Context: an optimization exercise on an open-source flow, tuned for small area. The choices shown serve that exercise and are no tape-out recipe. The RTL was checked by simulation tests, not by an equivalence proof against the original design. No driver is modelled on the clock port, so clocking that relies on it looks cheaper here than on a real chip. Power figures rest on the tool's default switching activity, not on a simulated workload.

==> flow/design.v <==
`timescale 1ns / 1ps
module key_debounce #(
    parameter DELAY_TIME = 250
)(
    input  wire clk,
    input  wire rstn,
    input  wire key_in,
    output reg  press_on
);
localparam [7:0] D_SEED = 8'b01011000;
reg       key_in_r0;
reg       key_in_r1;
reg       key_in_nedge;
reg [7:0] delay_cnt;
wire free = (delay_cnt[7:1] == 7'd0);
wire fb   = delay_cnt[7] ^ delay_cnt[3] ^ delay_cnt[2] ^ delay_cnt[1];
always @(posedge clk or negedge rstn)
begin
    if (rstn == 1'b0) begin
        key_in_r0    <= 1'b0;
        key_in_r1    <= 1'b0;
        key_in_nedge <= 1'b0;
        delay_cnt    <= 8'd0;
        press_on     <= 1'b0;
    end
    else begin
        key_in_r0    <= key_in;
        key_in_r1    <= key_in_r0;
        key_in_nedge <= ~key_in_r0 & key_in_r1;
        if (free)
            delay_cnt <= key_in_nedge ? D_SEED : 8'd0;
        else
            delay_cnt <= {delay_cnt[6:0], fb};
        press_on     <= free & delay_cnt[0];
    end
end
endmodule
`timescale 1ns / 1ps
module Display(
    input  wire       clk,
    input  wire       rstn,
    input  wire [3:0] sw_in,
    input  wire [2:0] press_on,
    output wire [1:0] reg_ab,
    output wire [7:0] led_time,
    output wire [3:0] seg_data_1,
    output wire [3:0] seg_data_2
);
localparam [13:0] Q_SEED = 14'b10110000001000;
localparam [13:0] Q_LAST = 14'b11011000000100;
reg [13:0] Qcounter;
reg [13:0] counter;
reg [6:0]  scorer_A, scorer_B;
reg [6:0]  countA_1, countA_2, countA_3;
reg [6:0]  countB_1, countB_2, countB_3;
reg [5:0]  q_val;         
reg [3:0]  q_led;         
reg [4:0]  AttackT_A, AttackT_B;
reg [1:0]  reg_ab_reg;
reg [3:0]  seg_data_1_reg, seg_data_2_reg;
wire [2:0] mode = sw_in[3:1];
wire q_tick = (Qcounter[11:0] == Q_LAST[11:0]);
wire q_rest = (q_val == 6'd0) | (q_val[5:1] == 5'b11111);
wire [5:0] q_disp = q_rest ? {4'd0, ~q_val[1], q_val[0]} : q_val;
always @(posedge clk or negedge rstn)
begin
    if (rstn == 1'b0) begin
        Qcounter <= Q_SEED;
        q_val    <= 6'd60;
        q_led    <= 4'b0000;
    end
    else begin
        Qcounter <= {Qcounter[12:0],
                     Qcounter[13] ^ Qcounter[11] ^ Qcounter[1] ^ Qcounter[0] ^ q_tick};
        if (q_tick) begin
            if (q_rest & q_led[2]) begin           
                q_val <= 6'd62;
                q_led <= {q_led[2:0], 1'b1};
            end
            else if (q_val == 6'd62) begin         
                q_val <= 6'd60;
                q_led <= {q_led[2:0], 1'b1};
            end
            else
                q_val <= q_val - 6'd1;
        end
    end
end
wire one_key = (press_on == 3'b001) | (press_on == 3'b010) | (press_on == 3'b100);
wire team    = sw_in[3];               
wire       win       = (mode == 3'b100);
wire [6:0] score_sel = team ? scorer_B : scorer_A;
wire [1:0] points    = {press_on[2] | press_on[1], press_on[2] | press_on[0]};
wire [6:0] add_y     = win ? ~scorer_A : {5'd0, points};
wire [7:0] add_sum   = {1'b0, score_sel} + {1'b0, add_y} + {7'd0, win};
wire [6:0] score_nxt = add_sum[6:0];
reg  [6:0] count_sel;
always @(*) begin
    case ({team, press_on[2], press_on[1]})
        3'b000:  count_sel = countA_1;
        3'b001:  count_sel = countA_2;
        3'b010:  count_sel = countA_3;
        3'b100:  count_sel = countB_1;
        3'b101:  count_sel = countB_2;
        3'b110:  count_sel = countB_3;
        default: count_sel = 7'd0;
    endcase
end
wire [6:0] count_nxt = count_sel + 7'd1;
wire add_on = (mode[1:0] == 2'b11) & one_key;    
wire add_A  = add_on & ~team;
wire add_B  = add_on &  team;
always @(posedge clk or negedge rstn)
begin
    if (rstn == 1'b0) begin
        scorer_A <= 7'd0; scorer_B <= 7'd0;
        countA_1 <= 7'd0; countA_2 <= 7'd0; countA_3 <= 7'd0;
        countB_1 <= 7'd0; countB_2 <= 7'd0; countB_3 <= 7'd0;
    end
    else begin
        if (add_A) scorer_A <= score_nxt;
        if (add_B) scorer_B <= score_nxt;
        if (add_A & press_on[0]) countA_1 <= count_nxt;
        if (add_A & press_on[1]) countA_2 <= count_nxt;
        if (add_A & press_on[2]) countA_3 <= count_nxt;
        if (add_B & press_on[0]) countB_1 <= count_nxt;
        if (add_B & press_on[1]) countB_2 <= count_nxt;
        if (add_B & press_on[2]) countB_3 <= count_nxt;
    end
end
wire       att_team = sw_in[1];
wire [4:0] att_sel  = att_team ? AttackT_B : AttackT_A;
wire       att_run  = (mode[2:1] == 2'b00) & sw_in[0];           
wire       att_clr  = (mode == 3'b010) | (mode == 3'b100) |
                      (mode == 3'b101) | (mode == 3'b110);
wire       a_last   = (counter[11:0] == Q_LAST[11:0]);
wire       att_dec  = att_run & a_last & (att_sel != 5'd0);
wire [4:0] att_nxt  = att_sel - 5'd1;
always @(posedge clk or negedge rstn)
begin
    if (rstn == 1'b0) begin
        counter   <= Q_SEED;
        AttackT_A <= 5'd24;
        AttackT_B <= 5'd24;
    end
    else begin
        if (att_clr) begin
            counter   <= Q_SEED;
            AttackT_A <= 5'd24;
            AttackT_B <= 5'd24;
        end
        else if (att_run) begin
            counter <= {counter[12:0],
                        counter[13] ^ counter[11] ^ counter[1] ^ counter[0] ^ a_last};
            if (att_dec & ~att_team) AttackT_A <= att_nxt;
            if (att_dec &  att_team) AttackT_B <= att_nxt;
        end
    end
end
reg [6:0] disp_val;
always @(*) begin
    casez (mode)
        3'b000, 3'b001, 3'b100: disp_val = {2'b00, att_sel};
        3'b011, 3'b111:         disp_val = score_sel;
        3'b110:                 disp_val = {1'b0, q_disp};
        default:                disp_val = count_sel;
    endcase
end
wire [5:0] disp_half  = disp_val[6:1];
wire [3:0] disp_tens  = disp_half / 6'd5;
wire [2:0] disp_rem   = disp_half % 6'd5;
wire [3:0] disp_units = {disp_rem, disp_val[0]};
wire       a_more   = ~add_sum[7];
wire       a_less   = add_sum[7] & (add_sum[6:0] != 7'd0);
wire [3:0] diff_abs = a_more ? (4'd0 - add_sum[3:0]) : add_sum[3:0];
always @(posedge clk or negedge rstn)
begin
    if (rstn == 1'b0) begin
        seg_data_1_reg <= 4'd0;
        seg_data_2_reg <= 4'd0;
        reg_ab_reg     <= 2'b11;
    end
    else begin
        case (mode)
            3'b100: begin
                seg_data_1_reg <= diff_abs;
                seg_data_2_reg <= a_more ? 4'd10 : a_less ? 4'd11 : 4'd0;
                reg_ab_reg     <= {a_more, a_less};
            end
            3'b010, 3'b101: begin
                if (one_key) begin
                    seg_data_1_reg <= disp_tens;
                    seg_data_2_reg <= disp_units;
                end
            end
            default: begin
                seg_data_1_reg <= disp_tens;
                seg_data_2_reg <= disp_units;
                reg_ab_reg <= (mode == 3'b110) ? 2'b00 :
                              (mode[1] ? {~team, team} : {~att_team, att_team});
            end
        endcase
    end
end
assign reg_ab     = reg_ab_reg;
assign led_time   = {q_led[3], q_led[3], q_led[2], q_led[2],
                     q_led[1], q_led[1], q_led[0], q_led[0]};
assign seg_data_1 = seg_data_1_reg;
assign seg_data_2 = seg_data_2_reg;
endmodule
`timescale 1ns / 1ps
module segment(
    input  [3:0] seg_data_1,
    input  [3:0] seg_data_2,
    output [8:0] seg_led_1,
    output [8:0] seg_led_2
);
function [8:0] seg;
    input [3:0] d;
    begin
        case (d)
            4'd0:  seg = 9'h3f;
            4'd1:  seg = 9'h06;
            4'd2:  seg = 9'h5b;
            4'd3:  seg = 9'h4f;
            4'd4:  seg = 9'h66;
            4'd5:  seg = 9'h6d;
            4'd6:  seg = 9'h7d;
            4'd7:  seg = 9'h07;
            4'd8:  seg = 9'h7f;
            4'd9:  seg = 9'h6f;
            4'd10: seg = 9'h77;
            4'd11: seg = 9'h7c;
            4'd12: seg = 9'h39;
            4'd13: seg = 9'h5e;
            4'd14: seg = 9'h79;
            default: seg = 9'h71;
        endcase
    end
endfunction
function [8:0] seg_units;
    input [3:0] d;
    begin
        case (d)
            4'd12:   seg_units = 9'h7c;
            4'd13:   seg_units = 9'h77;
            4'd14:   seg_units = 9'h74;
            4'd15:   seg_units = 9'h7c;
            default: seg_units = seg(d);
        endcase
    end
endfunction
assign seg_led_1 = seg(seg_data_1);
assign seg_led_2 = seg_units(seg_data_2);
endmodule
`timescale 1ns / 1ps
module BallCompetition(
    input	wire clk,					 
    input   wire rstn,					 
    input	wire	[3:0]  sw_in,  	 
    input   wire  [2:0]  key_in,		 
    output	wire	[1:0]  reg_ab,  	 
    output  wire  [7:0]  led_time,	 
    output  [8:0]  seg_led_1,			 
	 output  [8:0]  seg_led_2			 
);
	localparam DelayTime = 250;   
   wire [2:0]	press_on;				 
	wire [3:0] seg_data_1;				 
	wire [3:0] seg_data_2;				 
    key_debounce	 
    #(.DELAY_TIME  (DelayTime))  
    key0
    (
		.clk(clk),		            
      .rstn(rstn),
      .key_in(key_in[0]),		
      .press_on(press_on[0])	       
    );
    key_debounce
    #(.DELAY_TIME  (DelayTime))  
    key1
    (
      .clk(clk),		           
      .rstn(rstn),
      .key_in(key_in[1]),		
      .press_on(press_on[1])	       
    );
    key_debounce
    #(.DELAY_TIME  (DelayTime))  
    key2
    (
      .clk(clk),		            
      .rstn(rstn),
      .key_in(key_in[2]),		
      .press_on(press_on[2])	      
    ); 
    Display u_Display(
      .clk(clk),  
      .rstn(rstn),
      .sw_in(sw_in),  
      .press_on(press_on),
      .reg_ab(reg_ab), 
      .led_time(led_time),
      .seg_data_1(seg_data_1),  
      .seg_data_2(seg_data_2)      
    );
    segment u_segment(
   .seg_data_1  (seg_data_1),	
	.seg_data_2  (seg_data_2),		
	.seg_led_1   (seg_led_1),		
	.seg_led_2	 (seg_led_2)
    );
endmodule
clock: 10.0 ns
lec_check: 0
abc_area: 1
cap_margin: 0
core_margin: 2
core_utilization: 80
slew_margin: 0
standard.sh (not shown) runs the stock make flow with config.mk's settings and CLKGATE_MAP_FILE= SYNTH_SCRIPT=/design/flow/synth_recipe.tcl, a recipe that flattens the netlist after the stock synthesis.
==> flow/flow/run.sh <==
#!/bin/bash
# Layout flow: the standard ORFS flow, with
#  - synthesis: ORFS's synth.tcl (synth -nofsm -noshare, flatten, rename as the
#    standard synthesis does), but without the full/half-adder extraction and
#    with an area-oriented ABC script (flow/area.abc), plain adders and
#    buf_1 for the buffers between output ports;
#  - port buffers of the smallest buffer cell;
#  - a hand-built two-level clock tree (flow/pre_cts.tcl) in place of
#    ORFS's CTS, which uses fewer and smaller clock buffers.
set -euo pipefail
HERE=$(pwd)
FLOWDIR=$HERE/flow

# synthesis script: same as synth_recipe.tcl, with abc given our script
sed "s#@ABC_SCRIPT@#$FLOWDIR/area.abc#" $FLOWDIR/synth.tcl > $HERE/my_synth.tcl

# the make command of standard.sh, with our synthesis script
sed "s#SYNTH_SCRIPT=[^ ]*#SYNTH_SCRIPT=$HERE/my_synth.tcl#" standard.sh > $HERE/my_standard.sh

export ADDER_MAP_FILE=
# plain ripple adders (no Kogge-Stone -extra-map); -nofsm is already set
export SYNTH_OPERATIONS_ARGS="-nofsm"
export BUFFER_PORTS_ARGS="-buffer_cell sky130_fd_sc_hd__buf_1"
export FLOW_DIR_OWN=$FLOWDIR
export PRE_CTS_TCL=$FLOWDIR/pre_cts.tcl
read MCTS_K MCTS_LEAF MCTS_ROOT < $FLOWDIR/mcts.txt
export MCTS_K MCTS_LEAF MCTS_ROOT

bash $HERE/my_standard.sh synth > $HERE/synth.log 2>&1
bash standard.sh finish > $HERE/layout.log 2>&1
==> flow/flow/mcts.txt <==
8 sky130_fd_sc_hd__clkbuf_8 sky130_fd_sc_hd__clkbuf_8
Other scripts of this flow, unchanged in this note and not shown: flow/flow/area.abc, flow/flow/manual_cts.tcl, flow/flow/pre_cts.tcl, flow/flow/synth.tcl
Rerun with:
==> flow/flow/mcts.txt (replaced) <==
10 sky130_fd_sc_hd__clkbuf_8 sky130_fd_sc_hd__clkbuf_8
- CORE_UTILIZATION: 80 -> 40
Effect: Final area came out higher by 2.3%; register-to-register slack improved by 0.31 ns; power came out lower by 0.73%; clock skew came out higher by 0.0069 ns; via count came out lower by 10%.
Rerun with:
- CORE_UTILIZATION: 40 -> 65
After rerunning: Power hardly moves. Core utilization came out higher by 26 points. Clock skew goes down by 0.013 ns. Sequential cell count does not change.
Rerun with:
==> flow/flow/mcts.txt (replaced) <==
8 sky130_fd_sc_hd__clkbuf_8 sky130_fd_sc_hd__clkbuf_8
Core utilization came out lower by 0.27 points.
Sequential share of layout area came out higher by 0.20 points.
Total power came out lower by 1.6%.
Area after synthesis is unchanged.
Cell area came out lower by 0.38%.
Critical path depth is unchanged.
Sequential power stays flat.

-- port drivers added, routing unchanged --
No port has a modelled driver above. Below, the same layouts with a new extraction and two added sets of constraints.
Step 1: set_driving_cell puts a clkbuf_16 on clk and a buf_2 on each other input, an assumption about the parent block.
Step 2 times the ports against the registers' clock, not the clock port: input delays grow and output delays shrink by t, the midpoint of the rising clock arrivals with the driver on.
Three values: ideal, step 1, step 2; two values: the first two.
| run | shift t [ns] | setup slack, ns | latest minus earliest clock arrival (ns) |
|---|---|---|---|
| the first run | 0.425 | 2.643 / 2.636 / 2.211 | 0.015 / 0.014 |
| the second run | 0.453 | 2.695 / 2.682 / 2.230 | 0.023 / 0.023 |
| the third run | 0.445 | 2.693 / 2.692 / 2.248 | 0.009 / 0.009 |
| the fourth run | 0.427 | 2.664 / 2.666 / 2.239 | 0.013 / 0.013 |
After both steps setup and hold are still met in every run listed. For the second run, which loses most, drivers alone change the setup slack by -0.013 ns; drivers and shift together by -0.465 ns.
